Context: an optimization exercise on an open-source flow, tuned for small area, a short achievable clock period and few clock cycles. The choices shown serve that exercise and are no tape-out recipe. In this exercise RTL edits were held to simulation tests only and were not proved equivalent to the original.

==> flow/design.v <==
module BalotelliMulDiv (
  input Clk,
  input Rst,
  input InValid,
  input [3:0] InOp,
  input [63:0] InA,
  input [63:0] InB,
  output InReady,
  output OutValid,
  output [63:0] OutResult
);
  reg SMul;          
  reg SPre;          
  reg SShift;        
  reg SStep1;        
  reg SStep4;        
  reg Rdy;           
  reg First;         
  reg QPrev;         
  reg OpW, OpSg, OpRem;
  reg NegA, NegB, Dz;
  reg [5:0] Cnt;     
  reg TV;            
  reg TW, TOnes;
  reg OV;
  reg ASelS, ASelC, ASelX1, AInv, BSelC, BSelD, ACin;
  reg [63:0] X1, S, C, Out;
  reg [64:0] X2, X3;
  assign InReady = Rdy;
  assign OutValid = OV;
  assign OutResult = Out;
  function [6:0] clz64(input [63:0] v);
    reg [1:0] c1 [0:31];
    reg z1 [0:31];
    reg [2:0] c2 [0:15];
    reg z2 [0:15];
    reg [3:0] c3 [0:7];
    reg z3 [0:7];
    reg [4:0] c4 [0:3];
    reg z4 [0:3];
    reg [5:0] c5 [0:1];
    reg z5 [0:1];
    integer i;
    begin
      for (i = 0; i < 32; i = i + 1) begin
        z1[i] = ~(v[2*i+1] | v[2*i]);
        c1[i] = {1'b0, ~v[2*i+1]};
      end
      for (i = 0; i < 16; i = i + 1) begin
        z2[i] = z1[2*i+1] & z1[2*i];
        c2[i] = z1[2*i+1] ? {1'b1, c1[2*i][0]} : {1'b0, c1[2*i+1][0]};
      end
      for (i = 0; i < 8; i = i + 1) begin
        z3[i] = z2[2*i+1] & z2[2*i];
        c3[i] = z2[2*i+1] ? {1'b1, c2[2*i][1:0]} : {1'b0, c2[2*i+1][1:0]};
      end
      for (i = 0; i < 4; i = i + 1) begin
        z4[i] = z3[2*i+1] & z3[2*i];
        c4[i] = z3[2*i+1] ? {1'b1, c3[2*i][2:0]} : {1'b0, c3[2*i+1][2:0]};
      end
      for (i = 0; i < 2; i = i + 1) begin
        z5[i] = z4[2*i+1] & z4[2*i];
        c5[i] = z4[2*i+1] ? {1'b1, c4[2*i][3:0]} : {1'b0, c4[2*i+1][3:0]};
      end
      if (z5[1] & z5[0]) clz64 = 7'd64;
      else clz64 = z5[1] ? {2'b01, c5[0][4:0]} : {2'b00, c5[1][4:0]};
    end
  endfunction
  wire [63:0] AddA = ((S & {64{ASelS}}) | (C & {64{ASelC}}) | (X1 & {64{ASelX1}})) ^ {64{AInv}};
  wire [63:0] AddB = (C & {64{BSelC}}) | (~X2[63:0] & {64{BSelD}});
  wire [65:0] AddWide = {1'b0, AddA, ACin} + {1'b0, AddB, ACin};
  wire [64:0] AddSum = AddWide[65:1];
  wire [66:0] Sub2Wide = {2'b00, S, ~NegB} + {1'b0, ~{X2[63:0], NegB}, ~NegB};
  wire [65:0] Sub2 = Sub2Wide[66:1];
  wire [64:0] A3 = SStep1 ? {2'b00, X2[64:2]} : {1'b0, S};
  wire [64:0] B3 = SStep1 ? {1'b0, X2[64:2], NegB} : ~X3;
  wire C3In = SStep1 ? NegB : ~NegB;
  wire [66:0] Add3Wide = {1'b0, A3, C3In} + {1'b0, B3, C3In};
  wire [65:0] Add3 = Add3Wide[66:1];
  wire Ge1 = AddSum[64] & ~X2[64];
  wire Ge2 = Sub2[65];
  wire Ge3 = Add3[65];
  wire Q1 = SStep4 & (Ge3 | Ge2);
  wire Q0 = SStep4 ? (Ge3 | (Ge1 & ~Ge2)) : Ge1;
  wire [63:0] Qm = (First & OpW) ? {{32{X2[31]}}, X2[31:0]} : X2[63:0];
  function [63:0] booth_pp(input [2:0] b, input [63:0] m);
    reg neg, one, two;
    begin
      neg = b[2] & ~(b[1] & b[0]);
      one = b[1] ^ b[0];
      two = (b[2] & ~b[1] & ~b[0]) | (~b[2] & b[1] & b[0]);
      booth_pp = (({64{one}} & m) | ({64{two}} & {m[62:0], 1'b0})) ^ {64{neg}};
    end
  endfunction
  wire [2:0] Bd0 = {Qm[1], Qm[0], QPrev};
  wire [2:0] Bd1 = {Qm[3], Qm[2], Qm[1]};
  wire [2:0] Bd2 = {Qm[5], Qm[4], Qm[3]};
  wire [2:0] Bd3 = {Qm[7], Qm[6], Qm[5]};
  wire Neg0 = Bd0[2] & ~(Bd0[1] & Bd0[0]);
  wire Neg1 = Bd1[2] & ~(Bd1[1] & Bd1[0]);
  wire Neg2 = Bd2[2] & ~(Bd2[1] & Bd2[0]);
  wire Neg3 = Bd3[2] & ~(Bd3[1] & Bd3[0]);
  wire [63:0] PP0 = booth_pp(Bd0, X1);
  wire [63:0] PP1 = booth_pp(Bd1, {X1[61:0], 2'b00});
  wire [63:0] PP2 = booth_pp(Bd2, {X1[59:0], 4'b0000});
  wire [63:0] PP3 = booth_pp(Bd3, {X1[57:0], 6'b000000});
  wire [63:0] S0 = First ? 64'h0 : S;
  wire [63:0] C0 = First ? 64'h0 : C;
  wire [63:0] Sa = S0 ^ C0 ^ PP0;
  wire [63:0] Ma = (S0 & C0) | (S0 & PP0) | (C0 & PP0);
  wire [63:0] Ca = {Ma[62:0], Neg0};
  wire [63:0] Sb = PP1 ^ PP2 ^ PP3;
  wire [63:0] Mb = (PP1 & PP2) | (PP1 & PP3) | (PP2 & PP3);
  wire [63:0] Cb = {Mb[62:0], Neg1};
  wire [63:0] Sc = Sa ^ Ca ^ Sb;
  wire [63:0] Mc = (Sa & Ca) | (Sa & Sb) | (Ca & Sb);
  wire [63:0] Cc = {Mc[62:0], Neg2};
  wire [63:0] S2 = Sc ^ Cc ^ Cb;
  wire [63:0] M2 = (Sc & Cc) | (Sc & Cb) | (Cc & Cb);
  wire [63:0] C2 = {M2[62:0], Neg3};
  wire MulLastNext = (&Qm[63:15]) | ~(|Qm[63:15]);
  wire [63:0] QmNext = {{8{Qm[63]}}, Qm[63:8]};
  wire MulLastIn = (&InB[63:7]) | ~(|InB[63:7]) |
                   (InOp[3] & ((&InB[31:7]) | ~(|InB[31:7])));
  wire [63:0] AExt = OpW ? {{32{OpSg & X1[31]}}, X1[31:0]} : X1;
  wire [63:0] BExt = OpW ? {{32{OpSg & X2[31]}}, X2[31:0]} : X2[63:0];
  wire PNegA = OpSg & AExt[63];
  wire PNegB = OpSg & BExt[63];
  wire [63:0] PV = AExt ^ {64{PNegA}};
  wire [63:0] PVLen = PNegA ? {PV[62:0], 1'b1} : PV;
  wire [63:0] PY = BExt ^ {64{PNegB}};
  wire PDz = ~(|BExt);
  wire [7:0] PJ = {1'b0, clz64(PY)} - {1'b0, clz64(PVLen)};
  wire [5:0] PHalf = PJ[6:1] + {5'b0, PJ[0]};
  wire PSkip = PJ[7] | PDz;
  reg [64:0] Sh;
  always @(*) begin
    Sh = X2;
    if (Cnt[0]) Sh = {Sh[62:0], {2{NegB}}};
    if (Cnt[1]) Sh = {Sh[60:0], {4{NegB}}};
    if (Cnt[2]) Sh = {Sh[56:0], {8{NegB}}};
    if (Cnt[3]) Sh = {Sh[48:0], {16{NegB}}};
    if (Cnt[4]) Sh = {Sh[32:0], {32{NegB}}};
    if (Cnt[5]) Sh = {Sh[0], {64{NegB}}};
  end
  wire [63:0] Res = TW ? {{32{AddSum[31]}}, AddSum[31:0]} : AddSum[63:0];
  wire Busy = SMul | SShift | SStep1 | SStep4;
  wire TVNext = Rst & Rdy & Busy;
  wire ShNext = ~Rdy & SPre;
  wire TNegNext = OpRem ? NegA : (NegA ^ NegB);
  always @(posedge Clk) begin
    if (Rdy) begin
      X1 <= InA;
      X2 <= {1'b0, InB};
      OpW <= InOp[3];
      OpSg <= ~InOp[0];
      OpRem <= InOp[1];
    end else if (SMul) begin
      X1 <= {X1[55:0], 8'h00};
      X2 <= {1'b0, QmNext};
    end else if (SPre) begin
      X1 <= PV;
      X2 <= {1'b0, PY};
    end else if (SShift) begin
      X2 <= Sh;
    end else begin
      X2 <= {2'b00, X2[64:2]};
    end
    X3 <= SStep1 ? Add3[64:0] : {2'b00, X3[64:2]};
    if (SMul) begin
      S <= S2;
      C <= C2;
    end else begin
      if (SShift | (Q1 & Q0)) S <= SShift ? AddSum[63:0] : Add3[63:0];
      else if (Q1) S <= Sub2[63:0];
      else if (Q0) S <= AddSum[63:0];
      if (SShift) C <= 64'h0;
      else if (SStep4) C <= {C[61:0], Q1, Q0};
      else C <= {C[62:0], Q0};
    end
    Out <= TOnes ? 64'hffff_ffff_ffff_ffff : Res;
    QPrev <= Rdy ? 1'b0 : Qm[7];
    First <= Rdy;
    if (SPre) begin
      NegA <= PNegA;
      NegB <= PNegB;
      Dz <= PDz;
      Cnt <= PHalf;
    end else if (SStep4) begin
      Cnt <= Cnt - 6'd1;
    end
    TW <= OpW;
    TOnes <= ~SMul & ~OpRem & Dz;
    ASelS <= TVNext ? (SMul | OpRem) : ~ShNext;
    ASelC <= TVNext & ~SMul & ~OpRem;
    ASelX1 <= ShNext;
    AInv <= TVNext & ~SMul & TNegNext;
    BSelC <= TVNext & SMul;
    BSelD <= ~TVNext & ~ShNext;
    ACin <= TVNext ? (~SMul & TNegNext) : (SPre ? PNegA : ~NegB);
    if (!Rst) begin
      SMul <= 1'b0;
      SPre <= 1'b0;
      SShift <= 1'b0;
      SStep1 <= 1'b0;
      SStep4 <= 1'b0;
      Rdy <= 1'b1;
      TV <= 1'b0;
      OV <= 1'b0;
    end else begin
      TV <= TVNext;
      OV <= TV;
      if (Rdy) begin
        SMul <= InValid & ~InOp[2];
        SPre <= InValid & InOp[2];
        SShift <= 1'b0;
        SStep1 <= 1'b0;
        SStep4 <= 1'b0;
        Rdy <= ~InValid | (~InOp[2] & MulLastIn);
      end else begin
        SPre <= 1'b0;
        SShift <= SPre;
        SStep1 <= SShift;
        SStep4 <= SStep1 | SStep4;
        if (SMul) Rdy <= MulLastNext;
        else if (SPre) Rdy <= PSkip;
        else if (SShift) Rdy <= Cnt == 6'd0;
        else if (SStep1) Rdy <= Cnt == 6'd1;
        else Rdy <= Cnt == 6'd2;
      end
    end
  end
endmodule
==> flow/run.sh <==
#!/bin/bash
# synth_recipe.tcl (not shown) runs the flow's synth.tcl, then flattens the netlist and writes it again
# the make line also repeats each setting of config.mk as NAME=value (left out here)
make -C /OpenROAD-flow-scripts/flow DESIGN_CONFIG=/design/flow/config.mk WORK_HOME=/design/flow/orfs CLKGATE_MAP_FILE= SYNTH_SCRIPT=/design/flow/synth_recipe.tcl finish
==> flow/config.mk <==
export PLATFORM = sky130hd
export DESIGN_NAME = BalotelliMulDiv
export DESIGN_NICKNAME = BalotelliMulDiv
export VERILOG_FILES = /design/flow/design.v
export SDC_FILE = /design/flow/constraint.sdc
export NUM_CORES = 4
export LEC_CHECK = 0
export CAP_MARGIN = 20
export CORE_MARGIN = 2
export CORE_UTILIZATION = 40
export SETUP_SLACK_MARGIN = 5
export SLEW_MARGIN = 20
==> flow/constraint.sdc <==
create_clock -name core_clock -period 8.0 [get_ports {Clk}]
set_input_delay 1.6000 -clock core_clock [delete_from_list [all_inputs] [get_ports {Clk}]]
set_output_delay 1.6000 -clock core_clock [all_outputs]
set_load 0.01 [all_outputs]
==> impl_metrics.tcl, run 1 <==
set metrics [dict create \
    ys_seq_area_share_pct 18.4 \
    gp_congestion 1.03 \
    drtIter0Drc 10100 \
    cts_tree "done" \
    dr_total_vias 63600 \
    grt_pass1_vias 58700 \
    drive_above_1_share_pct 33.0 \
    pre_cts_ws_ps 1540 \
    critPathMostFrequentCell "a21o_1" \
    clockRootBuffer "clkbuf_16" \
    timing.fmax_mhz 206 \
    finalMaxSlewViolations 0 \
    syn_to_final_growth_pct 44.1 \
    finalClockSkew_ps 47.2 \
    worstPathArrival_ps 5480 \
    report.final.setup_viol 0 \
    start_util_pct 40.3 \
    core.rowCount 133 \
    wl_per_cell_um 34.9 \
    status "timing/DRC/antenna clean" \
    numCtsBuffers 57 \
    yosysUniqueCellTypes 92 \
    postSynthCellCount 6868 \
    grt_pass1_wl_mm 439 \
    totalWireLength_mm 323 \
    crit_chain "inv_1, nand3_1, or3_1, o31a_1, nor2_1, nand2b_1, or2_2, nand2b_4, nor2_2, a31o_2, ha_1, nor2b_1, o21ai_1, nand2b_1, a21o_1, a21o_1, a21o_1, a21oi_2, o21ai_2, o21ai_1, o21ai_2, a311oi_1" \
    cts_num_sinks 417 \
    crit_slowest_cell "inv_1" \
    timing.rr.end "Rdy" \
    cp_max_fo 7 \
    required_ps 8610 \
    drt_first_pass_iters 10 \
    worstHoldStart "X3[60]" \
    synth_edf_count 143 \
    worstHoldPathCells 2 \
    fillers 11200 \
    min_path_type "reg2reg" \
    antenna_found_initial 36 \
    crit_path_start_kind "flop" \
    ys.flop_type "dfxtp_1" \
    cp-end-kind "flop" \
    max_cap_viol_count 0 \
    ys_warn_count 21 \
    grtUsageTotal_pct 44.6 \
    vias_per_cell 6.88 \
    r2r_start "X2[10]" \
    hold_viol_final 0 \
    reg2reg_depth 22 \
    min_period_ps 4870 \
    grt-ovfl-total 0 \
    insertion_delay_ps 740 \
    rsz0062_at_grt "true" \
    slowest_delay_ps 540 \
    hold_end "X3[58]" \
    finalWorstSetupSlack_ps 3130 \
    dp.final_hpwl_mm 203 \
    grt_max_degree 106 \
    ioPinCount 201 \
    port_buffers 200 \
    fin_setup_tns_ps 0 \
    die_h_um 368 \
    register_area_sq_mm 0.00986 \
    synth_area_sq_mm 0.0531 \
    cts_htree_levels 2 \
    path_clk_slew_ps 60 \
    die-width_um 368 \
    drc 0 \
    dieArea_sq_mm 0.136 \
    syn_nets 7468 \
    final.period_utilization_pct 60.8 \
    worst_pin_slew_ps 1190 \
    rrSetupSlack_ps 3130 \
    multiInputGateArea_sq_mm 0.0477 \
    slew_headroom_pct 19.9 \
    ant_nets 0 \
    core_area_sq_mm 0.132 \
    critical_path_class "reg2reg" \
    final_nets 8029 \
    avgSynthCellArea_sq_um 7.73 \
    async_flop_share_pct 0 \
    ys_ff_latch 417 \
    clockBufferDepth 3 \
]
final cells by class:
class	count	area share, %
Inverter	521	2.72
Timing Repair inverter	1	0.0114
Tap cell	1755	2.87
Multi-Input combinational cell	5308	62.3
Timing Repair Buffer	1123	16.4
Sequential cell	417	12.9
Clock buffer	81	2.23
Clock inverter	26	0.512
Antenna cell	21	0.0687
state kept, by name, summed over array words and instances, names as in the netlist, 6 cells and up:
signal  cells
X3         65
S          64
C          64
Cnt         6
X1         64
Out        64
X2         65
worst max-delay path, delay by kind of cell (launching register included):
kind	cells	cell delay (ps)
AOI/OAI and AO/OA	11	1910
adders and majority gates	1	270
buffers and inverters	1	540
DFF	1	310
and+or+nand+nor	9	1720
cell families after synthesis:
family,count (synthesis),share of synthesized area [%]
AO/OA/AOI/OAI,2200,27.0
AND/OR/NAND/NOR,1725,15.1
buffers and inverters,1171,8.38
XOR/XNOR,623,10.3
adder cells (fa/ha/maj),465,14.5
flip-flops,417,18.4
multiplexers,267,6.31
cell usage in the layout, fill, tap and decap left out, types with 131 or more instances in the layout:
cell             netlist  routed
nand2_1              636     571
buf_4                  6     567
inv_1                507     449
a21oi_1              536     426
xnor2_1              534     397
nor2_1               422     365
o21ai_0              516     296
dfxtp_1              274     244
fa_1                 254     192
a22oi_2                0     170
nor2b_1              165     154
buf_6                  1     151
edfxtp_1             143     143
clkdlybuf4s50_1        0     133
o21ai_1               10     131
synth_stat cells, types with 122 or more instances:
| master | n | share of area (%) |
|---|---|---|
| clkbuf_1 | 560 | 4.0 |
| mux2i_1 | 123 | 2.3 |
| nor2_1 | 422 | 3.0 |
| inv_1 | 507 | 3.6 |
| nand2_1 | 636 | 4.5 |
| a211oi_1 | 122 | 1.7 |
| a21o_1 | 123 | 1.7 |
| a21oi_1 | 536 | 5.1 |
| a22oi_1 | 258 | 3.6 |
| dfxtp_1 | 274 | 10 |
| xnor2_1 | 534 | 8.8 |
| o21ai_0 | 516 | 4.9 |
| nor2b_1 | 165 | 1.9 |
| fa_1 | 254 | 9.6 |
| ha_1 | 211 | 5.0 |
| edfxtp_1 | 143 | 8.1 |
routing by layer:
| layer | track usage, % | up-vias | wire length, um |
|---|---|---|---|
| li1 | - | 25700 | - |
| met4 | 31.9 | 25 | 30800 |
| met2 | 61.6 | 5763 | 126000 |
| met5 | 0 | - | 227 |
| met3 | 17.6 | 1592 | 51300 |
| met1 | 56.1 | 30600 | 115000 |
metrics by stage:
stage          util (%)  instance area (sq um)  std cells  hold slack (ps)
2_1_floorplan         -                  55300       6868              364
4_1_cts            54.6                  71900       9006              476
5_1_grt            58.1                  76500       9233              490
3_3_place_gp       43.7                  57600       8348              463
3_5_place_dp       43.7                  57600       8348              467
6_report           58.1                  76500       9253              463
worst max path at each step:
stage,start,to,slack [ps],depth (start not counted)
after floorplan,ASelS,S[62],4010,18
after global placement,X1[31],Rdy,1550,19
after detailed placement,X1[31],Rdy,1540,19
after CTS,OpW,Rdy,3390,25
after global routing,X2[63],Rdy,3110,22
final,X2[10],Rdy,3130,22
repair_timing:
item,CTS,global route
endpoints found under the setup margin,556,430
buffers inserted,465,218
hold buffers,0,0
endpoints found under the hold margin,0,0
cloned,86,8
pin swaps,635,508
resized for setup,1403,599
Testbench counts, summed over its fixed seeds: cycles 17,360.
==> run 2, diff against run 1 <==
--- a/flow/config.mk
+++ b/flow/config.mk
@@ -10,3 +10,3 @@
 export CORE_UTILIZATION = 40
-export SETUP_SLACK_MARGIN = 5
+export SETUP_SLACK_MARGIN = 3
 export SLEW_MARGIN = 20
==> impl_metrics.tcl, run 2 <==
set metrics [dict create \
    yosysUniqueCellTypes 92 \
    finalClockSkew_ps 60.2 \
    cp_max_fo 13 \
    totalWireLength_mm 253 \
    syn_to_final_growth_pct 13.1 \
    cts_num_sinks 417 \
    worst_pin_slew_ps 1140 \
    r2r_start "X2[2]" \
    gp_congestion 1.03 \
    grt_pass1_wl_mm 360 \
    min_path_type "reg2reg" \
    numCtsBuffers 59 \
    clockRootBuffer "clkbuf_16" \
    layout_commonest_cell "nand2_1" \
    cts_hold_buf 0 \
    crit_path_start_kind "flop" \
    cts_htree_levels 2 \
    worstHoldPathCells 2 \
    cp-end-kind "flop" \
    yosysTopAreaCell "dfxtp_1" \
    avgSynthCellArea_sq_um 7.73 \
    ys_warn_count 21 \
    final_nets 7323 \
    reg_top3 "X2: 65 flops, X3: 65 flops" \
    syn_nets 7468 \
    ys_ff_latch 417 \
    critical_path_class "reg2reg" \
    fin_hold_ws_ps 460 \
    report.final.setup_viol 0 \
    slowest_delay_ps 450 \
    cts_tree "done" \
    min_period_ps 5030 \
    die-width_um 368 \
    drc 0 \
    insertion_delay_ps 750 \
    hold_end "X3[43]" \
    dr_total_vias 55100 \
    path_clk_slew_ps 60 \
    finalMaxSlewViolations 0 \
    slew_headroom_pct 23.1 \
    timing.fmax_mhz 199 \
    drive_above_1_share_pct 10.8 \
    final_cell_mix "623 x nand2_1, 534 x xnor2_1, 524 x a21oi_1, 504 x inv_1, 498 x o21ai_0" \
    async_flop_share_pct 0 \
    grtUsageTotal_pct 35.6 \
    synth_most_common_cell "nand2_1" \
    ant_nets 0 \
    dieArea_sq_mm 0.136 \
    postSynthCellCount 6868 \
    core.rowCount 133 \
    rrSetupSlack_ps 2970 \
    ys_seq_area_share_pct 18.4 \
    worstPathArrival_ps 5470 \
    grt_max_degree 129 \
    synth_area_sq_mm 0.0531 \
    final.period_utilization_pct 62.8 \
    crit_chain "buf_4, inv_1, ha_1, a21oi_1, nor3b_1, a211oi_2, nor3b_2, a31oi_1, a21oi_2, o41a_1, o21ai_1, a2111oi_0, nor2_1, xnor2_1, o31ai_1" \
    start_util_pct 40.3 \
    die_h_um 368 \
    wl_per_cell_um 29.7 \
    port_buffers 200 \
    clockBufferDepth 3 \
    worstHoldStart "X3[45]" \
    status "timing/DRC/antenna clean" \
    synth_edf_count 143 \
    dp.final_hpwl_mm 189 \
    path_delay_family "compound AO/OA/AOI/OAI gates" \
    core_area_sq_mm 0.132 \
    antenna_found_initial 34 \
    vias_per_cell 6.46 \
    drt_first_pass_iters 12 \
    crit_slowest_cell "nor3b_2" \
    fin_setup_tns_ps 0 \
    synth_top_area_share_pct 10.3 \
    reg2reg_depth 15 \
    ioPinCount 201 \
    ys_top_cells_by_count "636 x nand2_1, 560 x clkbuf_1, 536 x a21oi_1" \
    rsz0062_at_grt "true" \
    grt_pass1_vias 51800 \
    timing.rr.end "S[60]" \
    max_cap_viol_count 0 \
    crit_buf_inv 2 \
    hold_viol_final 0 \
    required_ps 8440 \
    synth.top_cells.by_area "dfxtp_1 10%, fa_1 9.6%, xnor2_1 8.8%, edfxtp_1 8.1%, a21oi_1 5.1%" \
    ys.flop_type "dfxtp_1" \
    drtIter0Drc 7958 \
    grt-ovfl-total 0 \
]
==> run 2: cell counts after synthesis <==
Identical to the previous run, type by type.
==> run 2: cells by family (layout without fill, tap and decap cells) <==
kind of cell	count (synthesis)	count (layout)	share of synthesized area, %
AOI/OAI and AO/OA	2200	2201	27.0
and+or+nand+nor	1725	1728	15.1
buffers and inverters	1171	1072	8.38
xor gates and xnor gates	623	623	10.3
adders and majority gates	465	465	14.5
DFF	417	417	18.4
muxes	267	267	6.31
other	0	3	0
==> run 2: worst max-delay path by stage <==
| stage | start | to | slack [ps] | cells after the start |
|---|---|---|---|---|
| final | X2[2] | S[60] | 2970 | 15 |
| after floorplan | SStep1 | S[0] | 3220 | 19 |
| after global placement | BSelD | S[6] | 1580 | 15 |
| after CTS | SStep1 | S[32] | 2930 | 16 |
| after global routing | X2[2] | S[60] | 2900 | 15 |
| after detailed placement | BSelD | S[5] | 1700 | 15 |
==> run 2: cell type report <==
class,count,area [sq um]
fillers,13100,71600
multi-input cells,5284,39700
flip-flops and latches,417,9880
repair buffers,439,4240
well taps,1755,2200
inverters,521,1980
clock buffers,85,1700
clock inverters,26,313
repair inverters,1,7.51
diodes,3,7.51
==> run 2: worst reg2reg max path: stages (launching register included) <==
cell	delay (ps)
dfxtp_1	310
buf_4	270
inv_1	290
ha_1	420
a21oi_1	260
nor3b_1	430
a211oi_2	150
nor3b_2	450
a31oi_1	410
a21oi_2	440
o41a_1	240
o21ai_1	130
a2111oi_0	440
nor2_1	100
xnor2_1	280
o31ai_1	100
==> run 2: metrics by stage <==
step	area (sq um)	cells	util (%)	setup slack, ps
after global routing	60000	8528	45.6	2900
after detailed placement	56200	8334	42.7	1700
after CTS	59200	8491	45.0	2930
after global placement	56200	8334	42.7	1580
after floorplan	53100	6868	-	3220
final	60000	8531	45.6	2970
==> run 2: timing repair <==
action | in CTS | in global routing
resized for setup | 145 | 102
buffers inserted | 37 | 30
cloned | 9 | 7
pin swaps | 15 | 27
endpoints found under the setup margin | 185 | 136
==> run 2: metal layers <==
metal,vias up,track usage [%],wire length [um]
met5,-,0,22
met4,4,14.4,11900
met3,545,8.21,29700
met2,3531,50.7,103000
met1,26900,51.2,109000
li1,24100,-,-
==> run 3, diff against run 2 <==
--- a/flow/design.v
+++ b/flow/design.v
@@ -21,7 +21,7 @@
   reg NegA, NegB, Dz;
-  reg [5:0] Cnt;     
+  reg [6:0] Cnt;     
   reg TV;            
-  reg TW, TOnes;
+  reg TW, TQ, TNeg;
   reg OV;
-  reg ASelS, ASelC, ASelX1, AInv, BSelC, BSelD, ACin;
+  reg ASelAlt, ASelX1, BSelC, BSelD, ACin;
   reg [63:0] X1, S, C, Out;
@@ -68,3 +68,4 @@
   endfunction
-  wire [63:0] AddA = ((S & {64{ASelS}}) | (C & {64{ASelC}}) | (X1 & {64{ASelX1}})) ^ {64{AInv}};
+  wire [63:0] AddAlt = ASelX1 ? X1 : ((TQ ? C : S) ^ {64{TNeg}});
+  wire [63:0] AddA = ASelAlt ? AddAlt : S;
   wire [63:0] AddB = (C & {64{BSelC}}) | (~X2[63:0] & {64{BSelD}});
@@ -133,4 +134,4 @@
   wire [7:0] PJ = {1'b0, clz64(PY)} - {1'b0, clz64(PVLen)};
-  wire [5:0] PHalf = PJ[6:1] + {5'b0, PJ[0]};
   wire PSkip = PJ[7] | PDz;
+  wire [5:0] Half = Cnt[6:1] + {5'b0, Cnt[0]};
   reg [64:0] Sh;
@@ -138,8 +139,8 @@
     Sh = X2;
-    if (Cnt[0]) Sh = {Sh[62:0], {2{NegB}}};
-    if (Cnt[1]) Sh = {Sh[60:0], {4{NegB}}};
-    if (Cnt[2]) Sh = {Sh[56:0], {8{NegB}}};
-    if (Cnt[3]) Sh = {Sh[48:0], {16{NegB}}};
-    if (Cnt[4]) Sh = {Sh[32:0], {32{NegB}}};
-    if (Cnt[5]) Sh = {Sh[0], {64{NegB}}};
+    if (Half[0]) Sh = {Sh[62:0], {2{NegB}}};
+    if (Half[1]) Sh = {Sh[60:0], {4{NegB}}};
+    if (Half[2]) Sh = {Sh[56:0], {8{NegB}}};
+    if (Half[3]) Sh = {Sh[48:0], {16{NegB}}};
+    if (Half[4]) Sh = {Sh[32:0], {32{NegB}}};
+    if (Half[5]) Sh = {Sh[0], {64{NegB}}};
   end
@@ -180,3 +181,3 @@
     end
-    Out <= TOnes ? 64'hffff_ffff_ffff_ffff : Res;
+    Out <= Res;
     QPrev <= Rdy ? 1'b0 : Qm[7];
@@ -187,15 +188,16 @@
       Dz <= PDz;
-      Cnt <= PHalf;
+      Cnt <= PJ[6:0];
+    end else if (SShift) begin
+      Cnt <= {1'b0, Half};
     end else if (SStep4) begin
-      Cnt <= Cnt - 6'd1;
+      Cnt <= Cnt - 7'd1;
     end
     TW <= OpW;
-    TOnes <= ~SMul & ~OpRem & Dz;
-    ASelS <= TVNext ? (SMul | OpRem) : ~ShNext;
-    ASelC <= TVNext & ~SMul & ~OpRem;
+    TQ <= ~OpRem;
+    TNeg <= TNegNext | (~OpRem & Dz);
+    ASelAlt <= (TVNext & ~SMul) | ShNext;
     ASelX1 <= ShNext;
-    AInv <= TVNext & ~SMul & TNegNext;
     BSelC <= TVNext & SMul;
     BSelD <= ~TVNext & ~ShNext;
-    ACin <= TVNext ? (~SMul & TNegNext) : (SPre ? PNegA : ~NegB);
+    ACin <= TVNext ? (~SMul & TNegNext & ~(~OpRem & Dz)) : (SPre ? PNegA : ~NegB);
     if (!Rst) begin
@@ -226,5 +228,5 @@
         else if (SPre) Rdy <= PSkip;
-        else if (SShift) Rdy <= Cnt == 6'd0;
-        else if (SStep1) Rdy <= Cnt == 6'd1;
-        else Rdy <= Cnt == 6'd2;
+        else if (SShift) Rdy <= Cnt == 7'd0;
+        else if (SStep1) Rdy <= Cnt == 7'd1;
+        else Rdy <= Cnt == 7'd2;
       end
--- a/flow/config.mk
+++ b/flow/config.mk
@@ -10,3 +10,3 @@
 export CORE_UTILIZATION = 40
-export SETUP_SLACK_MARGIN = 3
+export SETUP_SLACK_MARGIN = 2
 export SLEW_MARGIN = 20
==> impl_metrics.tcl, run 3 <==
set metrics [dict create \
    dr_total_vias 55300 \
    crit_slowest_cell "o32a_2" \
    finalWorstSetupSlack_ps 2190 \
    synth.top_cells.by_area "dfxtp_1 10%, fa_1 9.4%, edfxtp_1 8.0%, xnor2_1 8.0%, o21ai_0 5.8%" \
    post_cts_buffers 0 \
    core.rowCount 134 \
    drc 0 \
    grt_pass1_wl_mm 358 \
    max_cap_viol_count 0 \
    synth_edf_count 144 \
    cts_hold_buf 0 \
    crit_chain "clkbuf_8, inv_1, o221ai_1, a21bo_2, or2_2, nor2_1, nand3_1, inv_1, nand2b_4, o32a_2, ha_1, nor2b_1, o21ai_0, nand2b_1, and2_1, o21ai_0, nand2b_1, a21o_1, a21oi_1, o21ai_0, a2111oi_0" \
    drtIter0Drc 7635 \
    worst_pin_slew_ps 1150 \
    final.period_utilization_pct 72.7 \
    finalClockSkew_ps 45.9 \
    core_area_sq_mm 0.134 \
    cp_max_fo 64 \
    dieArea_sq_mm 0.138 \
    rsz0062_at_grt "false" \
    ys.flop_type "dfxtp_1" \
    die_h_um 372 \
    timing.fmax_mhz 172 \
    synth_area_sq_mm 0.0541 \
    avgSynthCellArea_sq_um 7.59 \
    drive_above_1_share_pct 7.14 \
    report.final.setup_viol 0 \
    ant_nets 0 \
    fin_setup_tns_ps 0 \
    ys_warn_count 21 \
    crit_buf_inv 3 \
    min_path_type "reg2reg" \
    dp.final_hpwl_mm 190 \
    ys_top_cells_by_count "736 x nand2_1, 624 x o21ai_0, 595 x a21oi_1" \
    ys_ff_latch 417 \
    rrSetupSlack_ps 2190 \
    insertion_delay_ps 730 \
    required_ps 8550 \
    min_period_ps 5810 \
    layout_commonest_cell "nand2_1" \
    ys_seq_area_share_pct 18.1 \
    async_flop_share_pct 0 \
    yosysTopAreaCell "dfxtp_1" \
    finalMaxSlewViolations 0 \
    postSynthCellCount 7123 \
    grt-ovfl-total 0 \
    clockBufferDepth 3 \
    dp_cells 8611 \
    worstPathArrival_ps 6360 \
    path_delay_family "compound AO/OA/AOI/OAI gates" \
    status "timing/DRC/antenna clean" \
    numCtsBuffers 60 \
    gp_congestion 1.04 \
    critical_path_class "reg2reg" \
    ioPinCount 201 \
    hold_viol_final 0 \
    syn_nets 7723 \
    syn_to_final_growth_pct 10.4 \
    antenna_found_initial 24 \
    drt_first_pass_iters 8 \
    grt_max_degree 145 \
    die-width_um 372 \
    synth_most_common_cell "nand2_1" \
    wl_per_cell_um 28.5 \
    stdcell_count 8731 \
    cts_htree_levels 2 \
    start_util_pct 40.4 \
    yosysUniqueCellTypes 104 \
    reg_top3 "X2: 65 flops, X3: 65 flops" \
    port_buffers 200 \
    cts_num_sinks 417 \
    clockRootBuffer "clkbuf_16" \
    vias_per_cell 6.33 \
    slowest_delay_ps 530 \
    cp-end-kind "flop" \
    cts_tree "done" \
    pre_cts_ws_ps 1970 \
    crit_path_start_kind "flop" \
    grt_pass1_vias 52000 \
    grtUsageTotal_pct 34.8 \
    final_nets 7505 \
    slew_headroom_pct 23.3 \
    totalWireLength_mm 249 \
    critPathMostFrequentCell "o21ai_0" \
    final_cell_mix "736 x nand2_1, 622 x o21ai_0, 592 x a21oi_1, 536 x inv_1, 491 x xnor2_1" \
    path_clk_slew_ps 70 \
    synth_top_area_share_pct 10.1 \
]
-- run 3: repair_timing --
action / 4_1_cts / 5_1_grt
pin swaps: 0 / 0
gates resized for setup: 3 / 10
setup endpoints to repair: 1 / 1
-- run 3: cell type report --
class / instances / area (sq um)
diodes: 6 / 15.0
clock buffers: 79 / 1760
clock inverters: 35 / 508
fillers: 13700 / 74100
inverters: 545 / 2050
multi-input cells: 5514 / 40000
flip-flops and latches: 417 / 9830
well taps: 1768 / 2210
repair buffers: 367 / 3360
-- run 3: path summary, 6_finish.rpt --
| path | start | cells after the start | endpoint |
|---|---|---|---|
| max | OpW | 21 | Rdy |
| min | TV | 1 | OV |
| max reg2reg | OpW | 21 | Rdy |
| min reg2reg | TV | 1 | OV |
-- run 3: cells by family (layout without fill, tap and decap cells) --
group / Yosys count / count (layout) / synth area share, %
DFF: 417 / 417 / 18.1
and+or+nand+nor: 1834 / 1834 / 15.6
other: 0 / 6 / 0
buffers and inverters: 1192 / 1026 / 8.44
adders and majority gates: 465 / 465 / 14.3
AOI/OAI and AO/OA: 2267 / 2267 / 26.5
xor gates and xnor gates: 635 / 635 / 10.3
muxes: 313 / 313 / 6.79
-- run 3: metrics by stage --
step,hold slack [ps],util [%],area [sq um]
final,436,44.6,59700
after global routing,467,44.6,59700
after CTS,436,44.6,59600
after detailed placement,421,42.9,57400
after global placement,424,42.9,57300
after floorplan,343,-,54100
-- run 3: worst register-to-register path, stage by stage, from the launching register on --
cell,delay (ps)
edfxtp_1,390
clkbuf_8,490
inv_1,490
o221ai_1,190
a21bo_2,270
or2_2,340
nor2_1,210
nand3_1,290
inv_1,280
nand2b_4,180
o32a_2,530
ha_1,320
nor2b_1,130
o21ai_0,180
nand2b_1,90
and2_1,160
o21ai_0,140
nand2b_1,100
a21o_1,190
a21oi_1,140
o21ai_0,100
a2111oi_0,430
-- run 3: metal layers --
metal,up-vias,track usage [%],part of all wire (%)
met5,-,0,0.011
met4,4,12.3,3.8
met3,450,7.17,11
met2,3116,50.7,41
met1,27000,50.5,44
li1,24700,-,-
Testbench counts of run 3, summed over its fixed seeds: cycles 17,360.
==> run 4, diff against run 3 <==
--- a/flow/config.mk
+++ b/flow/config.mk
@@ -10,3 +10,3 @@
 export CORE_UTILIZATION = 40
-export SETUP_SLACK_MARGIN = 2
+export SETUP_SLACK_MARGIN = 3
 export SLEW_MARGIN = 20
==> impl_metrics.tcl, run 4 <==
set metrics [dict create \
    synth-simple-area-share_pct 15.6 \
    register_area_sq_mm 0.00985 \
    avgSynthCellArea_sq_um 7.59 \
    layout_commonest_cell "nand2_1" \
    cts_tree "done" \
    ys_warn_count 21 \
    antenna_found_initial 29 \
    die_h_um 372 \
    ys_top_cells_by_count "736 x nand2_1, 624 x o21ai_0, 595 x a21oi_1" \
    final_cell_mix "732 x nand2_1, 616 x o21ai_0, 586 x a21oi_1, 534 x inv_1, 488 x xnor2_1" \
    synth.top_cells.by_area "dfxtp_1 10%, fa_1 9.4%, edfxtp_1 8.0%, xnor2_1 8.0%, o21ai_0 5.8%" \
    min_period_ps 5030 \
    core_area_sq_mm 0.134 \
    path_clk_slew_ps 70 \
    drive_above_1_share_pct 9.23 \
    status "timing/DRC/antenna clean" \
    drtIter0Drc 7813 \
    vias_per_cell 6.38 \
    grtUsageTotal_pct 35.1 \
    max_cap_viol_count 0 \
    synth-xor-area-share_pct 10.3 \
    ys.flop_type "dfxtp_1" \
    drt_first_pass_iters 7 \
    timing.fmax_mhz 199 \
    worstPathArrival_ps 5420 \
    min_path_type "reg2reg" \
    gp_congestion 1.02 \
    finalMaxSlewViolations 0 \
    slew_headroom_pct 19.8 \
    yosysUniqueCellTypes 104 \
    clockRootBuffer "clkbuf_16" \
    finalClockSkew_ps 48.9 \
    cts_htree_levels 2 \
    worstHoldPathCells 1 \
    ys_seq_area_share_pct 18.1 \
    final_nets 7594 \
    synth_compound_area_share_pct 26.5 \
    crit_path_start_kind "flop" \
    ant_nets 0 \
    core.rowCount 134 \
    synth_mux_area_share_pct 6.79 \
    grt_pass1_wl_mm 361 \
    reg2reg_depth 21 \
    wl_per_cell_um 28.8 \
    required_ps 8400 \
    port_buffers 200 \
    multiInputGateArea_sq_mm 0.0404 \
    synthAdderAreaFrac_pct 14.3 \
    synth_area_sq_mm 0.0541 \
    drc 0 \
    start_util_pct 40.4 \
    die-width_um 372 \
    grt_pass1_vias 52400 \
    clockBufferDepth 3 \
    r2r_start "OpSg" \
    synth_most_common_cell "nand2_1" \
    postSynthCellCount 7123 \
    ys_ff_latch 417 \
    yosysTopAreaCell "dfxtp_1" \
    numCtsBuffers 58 \
    cts_hold_buf 0 \
    cp_max_fo 19 \
    report.final.setup_viol 0 \
    hold_viol_final 0 \
    grt_max_degree 82 \
    ioPinCount 201 \
    critical_path_class "reg2reg" \
    totalWireLength_mm 254 \
    cts_num_sinks 417 \
    synth_top_area_share_pct 10.1 \
    startpoint "OpSg" \
    grt-ovfl-total 0 \
    synth_edf_count 144 \
    insertion_delay_ps 710 \
    reg_top3 "X2: 65 flops, X3: 65 flops" \
    fin_setup_tns_ps 0 \
    rsz0062_at_grt "true" \
    synth_top_family_by_area "compound AO/OA/AOI/OAI gates" \
    rrSetupSlack_ps 2970 \
    dp.final_hpwl_mm 188 \
    cp-end-kind "flop" \
    worstHoldStart "X3[35]" \
    syn_to_final_growth_pct 12.4 \
    syn_nets 7723 \
    dr_total_vias 56200 \
    dieArea_sq_mm 0.138 \
    worst_pin_slew_ps 1190 \
    final_util_pct 45.4 \
    fillers 13600 \
    async_flop_share_pct 0 \
    final.period_utilization_pct 62.8 \
]
[run 4: cell counts after synthesis]
Identical to the previous run, type by type.
[run 4: metal layers]
| metal | GRT usage, % | wire [um] | part of all wire (%) |
|---|---|---|---|
| met5 | 0 | 253 | 0.10 |
| met4 | 13.5 | 11200 | 4.4 |
| met3 | 7.98 | 30600 | 12 |
| met2 | 50.5 | 104000 | 41 |
| met1 | 50.4 | 108000 | 42 |
[run 4: worst paths after layout]
kind / endpoint
hold / removal: X3[33]
hold reg to reg: X3[33]
setup / recovery: Cnt[6]
setup reg to reg: Cnt[6]
[run 4: cell families after synthesis]
logic type,after synthesis
compound gates,2267
simple gates,1834
buf+inv,1192
xor+xnor,635
fa+ha+maj,465
flops,417
mux,313
[run 4: area by class of cell]
type / instances / area share (%)
Antenna cell: 5 / 0.0206
Clock buffer: 66 / 2.49
Clock inverter: 42 / 0.725
Inverter: 545 / 3.41
Multi-Input combinational cell: 5521 / 66.5
Sequential cell: 417 / 16.2
Tap cell: 1768 / 3.64
Timing Repair Buffer: 451 / 6.99
[run 4: stage by stage]
step	std cells	hold slack (ps)	setup slack (ps)	cell area, sq um
after CTS	8759	465	2760	59900
after global placement	8626	445	1400	57400
final	8815	456	2970	60800
after floorplan	7123	343	3080	54100
after global routing	8810	477	2820	60700
after detailed placement	8626	449	1470	57400
[run 4: critical path, stage by stage, from the launching register on]
cell	delay (ps)
edfxtp_1	380
buf_6	210
and2_4	220
or3_1	340
o31ai_1	230
a21oi_1	180
or2_2	350
nor2_2	170
nand3_2	170
inv_4	150
nand2b_4	70
buf_4	190
o32ai_2	750
fa_1	340
nor2b_1	50
o21ai_0	140
nand2b_1	110
a21o_1	180
a21oi_1	180
xnor2_1	90
nand2_1	80
o21ai_0	110
[run 4: repair_timing]
item / 4_1_cts / 5_1_grt
endpoints found under the setup margin: 182 / 110
gates cloned: 4 / 7
pin swaps: 4 / 16
resized for setup: 54 / 92
buffers inserted: 21 / 44
==> run 5, diff against run 4 <==
--- a/flow/design.v
+++ b/flow/design.v
@@ -19,3 +19,3 @@
   reg QPrev;         
-  reg OpW, OpSg, OpRem;
+  reg OpW, OpRem;
   reg NegA, NegB, Dz;
@@ -85,3 +85,3 @@
   wire Q0 = SStep4 ? (Ge3 | (Ge1 & ~Ge2)) : Ge1;
-  wire [63:0] Qm = (First & OpW) ? {{32{X2[31]}}, X2[31:0]} : X2[63:0];
+  wire [63:0] Qm = X2[63:0];
   function [63:0] booth_pp(input [2:0] b, input [63:0] m);
@@ -125,10 +125,10 @@
                    (InOp[3] & ((&InB[31:7]) | ~(|InB[31:7])));
-  wire [63:0] AExt = OpW ? {{32{OpSg & X1[31]}}, X1[31:0]} : X1;
-  wire [63:0] BExt = OpW ? {{32{OpSg & X2[31]}}, X2[31:0]} : X2[63:0];
-  wire PNegA = OpSg & AExt[63];
-  wire PNegB = OpSg & BExt[63];
-  wire [63:0] PV = AExt ^ {64{PNegA}};
-  wire [63:0] PVLen = PNegA ? {PV[62:0], 1'b1} : PV;
-  wire [63:0] PY = BExt ^ {64{PNegB}};
-  wire PDz = ~(|BExt);
+  wire InSg = ~InOp[0] | ~InOp[2];
+  wire [63:0] InAExt = InOp[3] ? {{32{InSg & InA[31]}}, InA[31:0]} : InA;
+  wire [63:0] InBExt = InOp[3] ? {{32{InSg & InB[31]}}, InB[31:0]} : InB;
+  wire InNegA = InOp[2] & ~InOp[0] & (InOp[3] ? InA[31] : InA[63]);
+  wire InNegB = InOp[2] & ~InOp[0] & (InOp[3] ? InB[31] : InB[63]);
+  wire [63:0] PVLen = NegA ? {X1[62:0], 1'b1} : X1;
+  wire [63:0] PY = X2[63:0];
+  wire PDz = ~(|X2[63:0]) & ~NegB;
   wire [7:0] PJ = {1'b0, clz64(PY)} - {1'b0, clz64(PVLen)};
@@ -153,6 +153,7 @@
     if (Rdy) begin
-      X1 <= InA;
-      X2 <= {1'b0, InB};
+      X1 <= InAExt ^ {64{InNegA}};
+      X2 <= {1'b0, InBExt ^ {64{InNegB}}};
+      NegA <= InNegA;
+      NegB <= InNegB;
       OpW <= InOp[3];
-      OpSg <= ~InOp[0];
       OpRem <= InOp[1];
@@ -162,4 +163,3 @@
     end else if (SPre) begin
-      X1 <= PV;
-      X2 <= {1'b0, PY};
+      X2 <= X2;
     end else if (SShift) begin
@@ -185,4 +185,2 @@
     if (SPre) begin
-      NegA <= PNegA;
-      NegB <= PNegB;
       Dz <= PDz;
@@ -201,3 +199,3 @@
     BSelD <= ~TVNext & ~ShNext;
-    ACin <= TVNext ? (~SMul & TNegNext & ~(~OpRem & Dz)) : (SPre ? PNegA : ~NegB);
+    ACin <= TVNext ? (~SMul & TNegNext & ~(~OpRem & Dz)) : (SPre ? NegA : ~NegB);
     if (!Rst) begin
--- a/flow/config.mk
+++ b/flow/config.mk
@@ -10,3 +10,3 @@
 export CORE_UTILIZATION = 40
-export SETUP_SLACK_MARGIN = 3
+export SETUP_SLACK_MARGIN = 3.5
 export SLEW_MARGIN = 20
==> impl_metrics.tcl, run 5 <==
set metrics [dict create \
    synth_mux_area_share_pct 6.61 \
    synthAdderAreaFrac_pct 14.5 \
    reg_top3 "X2: 65 flops, X3: 65 flops" \
    avgSynthCellArea_sq_um 7.77 \
    wl_per_cell_um 30.2 \
    insertion_delay_ps 700 \
    slew_headroom_pct 5.29 \
    synth_edf_count 204 \
    slowest_delay_ps 380 \
    max_cap_viol_count 0 \
    cp-end-kind "flop" \
    clockBufferDepth 3 \
    layout_commonest_cell "nand2_1" \
    cts_htree_levels 2 \
    synth_most_common_cell "nand2_1" \
    grtUsageTotal_pct 36.5 \
    clockRootBuffer "clkbuf_16" \
    rsz0062_at_grt "true" \
    yosysUniqueCellTypes 114 \
    worstHoldStart "OpW" \
    pre_cts_ws_ps 1770 \
    grt_pass1_vias 50400 \
    dp.final_hpwl_mm 188 \
    synth_compound_area_share_pct 26.2 \
    grt_max_degree 136 \
    crit_chain "buf_12, buf_12, mux2i_1, xor2_1, o21ai_0, nand2_1, o21ai_1, ha_1, and4_4, a21o_4, a311oi_4, o31a_4, a31o_4, o211ai_4, a221oi_4, nor4_2, o31ai_2, nand4_1, buf_6, buf_4, buf_16" \
    crit_slowest_cell "ha_1" \
    ioPinCount 201 \
    synth.top_cells.by_area "edfxtp_1 12%, fa_1 9.6%, dfxtp_1 8.0%, xnor2_1 6.9%, a21oi_1 5.7%" \
    drc 0 \
    hold_viol_final 0 \
    hold_end "TW" \
    ys_top_cells_by_count "615 x nand2_1, 606 x a21oi_1, 559 x o21ai_0" \
    finalWorstSetupSlack_ps 3310 \
    gp_congestion 1.11 \
    min_period_ps 4690 \
    finalMaxSlewViolations 0 \
    ys.flop_type "dfxtp_1" \
    report.final.setup_viol 0 \
    grt_pass1_wl_mm 363 \
    drive_above_1_share_pct 13.4 \
    critical_path_class "reg2reg" \
    dr_total_vias 56000 \
    totalWireLength_mm 264 \
    antenna_found_initial 20 \
    r2r_start "TQ" \
    stdcell_count 8742 \
    postSynthCellCount 6839 \
    syn_to_final_growth_pct 18.4 \
    vias_per_cell 6.40 \
    die_h_um 368 \
    final_cell_mix "599 x nand2_1, 584 x a21oi_1, 526 x o21ai_0, 497 x inv_1, 472 x nor2_1" \
    synth_top_family_by_area "compound AO/OA/AOI/OAI gates" \
    min_path_type "reg2reg" \
    critPathMostFrequentCell "buf_12" \
    dp_cells 8379 \
    async_flop_share_pct 0 \
    status "timing/DRC/antenna clean" \
    core_area_sq_mm 0.132 \
    cts_num_sinks 416 \
    ys_seq_area_share_pct 19.5 \
    die-width_um 368 \
    timing.rr.end "S[33]" \
    worst_pin_slew_ps 1410 \
    syn_nets 7438 \
    numCtsBuffers 56 \
    finalClockSkew_ps 32.0 \
    start_util_pct 40.4 \
    worstPathArrival_ps 5130 \
    cts_hold_buf 0 \
    reg2reg_depth 21 \
    cp_max_fo 12 \
    required_ps 8440 \
    final_nets 7525 \
    crit_path_start_kind "flop" \
    cts_tree "done" \
    final.period_utilization_pct 58.7 \
    core.rowCount 133 \
    ant_nets 0 \
    rrSetupSlack_ps 3310 \
    dieArea_sq_mm 0.136 \
    drt_first_pass_iters 10 \
    timing.fmax_mhz 213 \
    drtIter0Drc 8712 \
    ys_ff_latch 416 \
    yosysTopAreaCell "edfxtp_1" \
    path_clk_slew_ps 60 \
    ys_warn_count 21 \
    synth_top_area_share_pct 11.5 \
    fin_hold_ws_ps 338 \
    fin_setup_tns_ps 0 \
    port_buffers 200 \
    synth-xor-area-share_pct 10.4 \
    synth-simple-area-share_pct 14.7 \
    synth_area_sq_mm 0.0531 \
    worstHoldPathCells 0 \
    grt-ovfl-total 0 \
]
[run 5: cell types whose count changed in the layout (fill, tap and decap cells not counted), moves of 33 or more]
| cell | delta |
|---|---|
| nand2_1 | -133 |
| o21ai_0 | -90 |
| xnor2_1 | -87 |
| buf_4 | +85 |
| a211oi_1 | +80 |
| xor2_1 | +65 |
| edfxtp_1 | +60 |
| dfxtp_1 | -49 |
| nor2_1 | +49 |
| o21ai_1 | +40 |
| inv_1 | -37 |
| nor3_1 | -33 |
[run 5: cells by family (layout without fill, tap and decap cells)]
logic type | after synthesis | count (layout)
and+or+nand+nor | 1699 | 1703
adders and majority gates | 464 | 464
buffers and inverters | 1104 | 1230
other | 0 | 15
xor gates and xnor gates | 633 | 633
muxes | 323 | 323
DFF | 416 | 416
AOI/OAI and AO/OA | 2200 | 2203
[run 5: critical path: cells and delay by family, from the launching register on]
| family | cells | cell delay, ps |
|---|---|---|
| adder cells (fa/ha/maj) | 1 | 380 |
| XOR/XNOR | 1 | 160 |
| AO/OA/AOI/OAI | 9 | 1910 |
| AND/OR/NAND/NOR | 4 | 600 |
| buffers and inverters | 5 | 810 |
| multiplexers | 1 | 210 |
| flip-flops | 1 | 360 |
[run 5: layer usage]
| layer | vias up | global-route usage, % | wire [um] |
|---|---|---|---|
| li1 | 24200 | - | - |
| met1 | 27000 | 50.5 | 106000 |
| met2 | 4047 | 47.5 | 99600 |
| met3 | 650 | 15.7 | 41300 |
| met4 | 12 | 17.7 | 16100 |
| met5 | - | 0.748 | 348 |
[run 5: worst max-delay path by stage]
stage / start / slack (ps) / to / cells after the start
6_report: TQ / 3310 / S[33] / 21
5_1_grt: NegA / 3170 / Rdy / 19
4_1_cts: SStep1 / 3480 / S[59] / 18
3_5_place_dp: BSelD / 1770 / S[4] / 14
3_3_place_gp: BSelD / 1820 / S[6] / 14
2_1_floorplan: TQ / 1830 / S[0] / 18
[run 5: what timing repair did]
action                                 4_1_cts  5_1_grt
setup buffers                              112      108
endpoints found under the hold margin        0        0
pin swaps                                   38       72
gates cloned                                 9       15
setup endpoints to repair                  214      190
resized for setup                          158      243
[run 5: cell type report]
cell class,count,area [sq um]
Fill cell,12800,68700
Multi-Input combinational cell,5326,40100
Tap cell,1755,2200
Clock inverter,37,405
Antenna cell,15,37.5
Timing Repair Buffer,607,6170
Inverter,519,2000
Clock buffer,67,1540
Sequential cell,416,10400
[run 5: metrics by stage]
step,util [%],cell area (sq um)
floorplan,-,53200
finish,47.8,62900
global route,47.8,62900
detailed placement,43.0,56600
CTS,46.0,60600
global placement,43.0,56600
Testbench counts of run 5, summed over its fixed seeds: cycles 17,360.
==> run 6, diff against run 5 <==
--- a/flow/config.mk
+++ b/flow/config.mk
@@ -10,3 +10,3 @@
 export CORE_UTILIZATION = 40
-export SETUP_SLACK_MARGIN = 3.5
+export SETUP_SLACK_MARGIN = 4
 export SLEW_MARGIN = 20
==> impl_metrics.tcl, run 6 <==
set metrics [dict create \
    slew_headroom_pct 5.83 \
    cts_num_sinks 416 \
    min_path_type "reg2reg" \
    drive_above_1_share_pct 22.1 \
    final.period_utilization_pct 58.3 \
    cts_tree "done" \
    hold_viol_final 0 \
    die_h_um 368 \
    final_util_pct 52.6 \
    drt_first_pass_iters 13 \
    yosysTopAreaCell "edfxtp_1" \
    ys_seq_area_share_pct 19.5 \
    dieArea_sq_mm 0.136 \
    finalClockSkew_ps 51.5 \
    timing.rr.end "S[57]" \
    ys.flop_type "dfxtp_1" \
    report.final.setup_viol 0 \
    top_layer_used "met5" \
    die-width_um 368 \
    grtUsageTotal_pct 40.5 \
    syn_nets 7438 \
    r2r_start "TQ" \
    worstHoldStart "OpW" \
    syn_to_final_growth_pct 30.3 \
    dr_total_vias 59500 \
    worstHoldPathCells 0 \
    grt-ovfl-total 0 \
    rsz0062_at_grt "true" \
    reg2reg_depth 22 \
    critical_path_class "reg2reg" \
    wl_met1_mm 112 \
    worst_pin_slew_ps 1400 \
    vias_per_cell 6.56 \
    avgSynthCellArea_sq_um 7.77 \
    timing.fmax_mhz 214 \
    clockRootBuffer "clkbuf_16" \
    async_flop_share_pct 0 \
    antenna_found_initial 16 \
    start_util_pct 40.4 \
    ys_warn_count 21 \
    synth_area_sq_mm 0.0531 \
    fillers 12200 \
    final_cell_mix "569 x nand2_1, 548 x a21oi_1, 484 x buf_4, 477 x o21ai_0, 470 x inv_1" \
    max_cap_viol_count 0 \
    met3_length_mm 48.1 \
    ys_ff_latch 416 \
    drc 0 \
    status "timing/DRC/antenna clean" \
    grt_pass1_vias 53700 \
    ys_top_cells_by_count "615 x nand2_1, 606 x a21oi_1, 559 x o21ai_0" \
    synth_most_common_cell "nand2_1" \
    rrSetupSlack_ps 3340 \
    core_area_sq_mm 0.132 \
    grt_max_degree 102 \
    crit_path_start_kind "flop" \
    finalInstanceArea_sq_mm 0.0692 \
    path_clk_slew_ps 70 \
    core.rowCount 133 \
    hold_end "TW" \
    cts_htree_levels 2 \
    totalWireLength_mm 292 \
    yosysUniqueCellTypes 114 \
    dp.final_hpwl_mm 196 \
    cp_max_fo 6 \
    numCtsBuffers 56 \
    drtIter0Drc 10800 \
    wl_per_cell_um 32.2 \
    ant_nets 0 \
    postSynthCellCount 6839 \
    synth_top_area_share_pct 11.5 \
    required_ps 8450 \
    worstPathArrival_ps 5110 \
    finalMaxSlewViolations 0 \
    port_buffers 200 \
    wl_met2_mm 109 \
    gp_congestion 1.14 \
    synth.top_cells.by_area "edfxtp_1 12%, fa_1 9.6%, dfxtp_1 8.0%, xnor2_1 6.9%, a21oi_1 5.7%" \
    post_dp_cell_area_sq_mm 0.0564 \
    final_nets 7840 \
    ioPinCount 201 \
    insertion_delay_ps 720 \
    cp-end-kind "flop" \
    clockBufferDepth 3 \
    grt_pass1_wl_mm 400 \
    reg_top3 "X2: 65 flops, X3: 65 flops" \
    fin_setup_tns_ps 0 \
    min_period_ps 4660 \
    synth_edf_count 204 \
    layout_commonest_cell "nand2_1" \
]
run 6: worst max path at each step:
stage / startpoint / to / slack (ps) / depth (start not counted)
final: TQ / S[57] / 3340 / 22
after global routing: TQ / S[15] / 3290 / 21
after CTS: TQ / S[30] / 3590 / 21
after detailed placement: TQ / S[3] / 1900 / 18
after global placement: TQ / S[3] / 1880 / 18
after floorplan: TQ / S[0] / 1830 / 18
run 6: per-stage QoR:
step	hold WS [ps]	worst slack (ps)	instances
detailed placement	336	1900	8350
global route	371	3290	9045
global placement	333	1880	8350
CTS	352	3590	8874
finish	350	3340	9067
floorplan	323	1830	6839
run 6: worst max-delay path, stage by stage (launching register included):
cell and delay [ps]:
dfxtp_4 410, buf_12 160, buf_12 140, mux2i_4 230, xor2_1 150, o21ai_1 70
nand2_1 80, o21ai_1 80, ha_1 380, buf_4 160, nand3_1 90, a21boi_2 80
buf_4 140, buf_4 130, and4bb_2 340, o21ai_4 90, o311a_4 360, o21a_4 250
o21ai_4 250, a21oi_2 100, xor2_2 200, a222oi_1 410, a21oi_1 110
run 6: layout make-up:
| type | instances | area (sq um) | area share [%] |
|---|---|---|---|
| Clock inverter | 33 | 350 | 0.506 |
| Clock buffer | 73 | 1570 | 2.26 |
| Timing Repair Buffer | 916 | 10000 | 14.5 |
| Multi-Input combinational cell | 5330 | 42500 | 61.4 |
| Timing Repair inverter | 2 | 17.5 | 0.0253 |
| Inverter | 519 | 2050 | 2.96 |
| Antenna cell | 23 | 57.6 | 0.0831 |
| Tap cell | 1755 | 2200 | 3.17 |
| Sequential cell | 416 | 10400 | 15.0 |
run 6: layer usage:
metal / track usage (%) / vias up
met5: 0.997 / -
met2: 52.9 / 4722
met1: 54.2 / 28900
li1: - / 24900
met4: 22.2 / 30
met3: 18.8 / 993
run 6: cell families after synthesis:
kind of cell    Yosys count  synth area share [%]
simple gates           1699                  14.7
compound gates         2200                  26.2
flops                   416                  19.5
xor+xnor                633                  10.4
buf+inv                1104                  8.00
fa+ha+maj               464                  14.5
mux                     323                  6.61
run 6: timing repair:
item	4_1_cts	5_1_grt
setup buffers	375	153
hold buffers	0	0
setup endpoints to repair	326	245
gates cloned	43	17
gates resized for setup	678	421
pin swaps	214	197

==> re-timing with driven ports <==
In the flow no input, the clock included, has a driving cell. The finished layouts below were timed again as built, in two steps. Step 1 sets driving cells, clkbuf_16 on the clock port and buf_2 on the other inputs (assumed; they add their load-dependent delay and slew). Step 2, shift: input delay + t, output delay - t, t = (earliest + latest rising clock arrival at the registers) / 2. This alone moves slack from input paths to output paths. Three values: ideal, step 1, step 2; two values: the first two.
run | shift t [ns] | slack for setup (ns) | worst setup path after step 2 | worst register clock-pin slew, ns
run 1 | 0.793 | 3.134 / 3.134 / 2.799 | input to register | 0.07 / 0.07
run 2 | 0.798 | 2.974 / 2.974 / 2.974 | register to register | 0.08 / 0.08
run 3 | 0.793 | 2.186 / 2.186 / 2.186 | register to register | 0.07 / 0.07
run 4 | 0.770 | 2.975 / 2.975 / 2.975 | register to register | 0.07 / 0.07
run 5 | 0.761 | 3.307 / 3.307 / 3.307 | register to register | 0.08 / 0.08
run 6 | 0.767 | 3.335 / 3.335 / 3.335 | register to register | 0.08 / 0.08
After both steps every run listed still meets setup and hold. The setup slack of run 1, which loses most, moves by 0.000 ns with the drivers and by -0.335 ns with both steps.
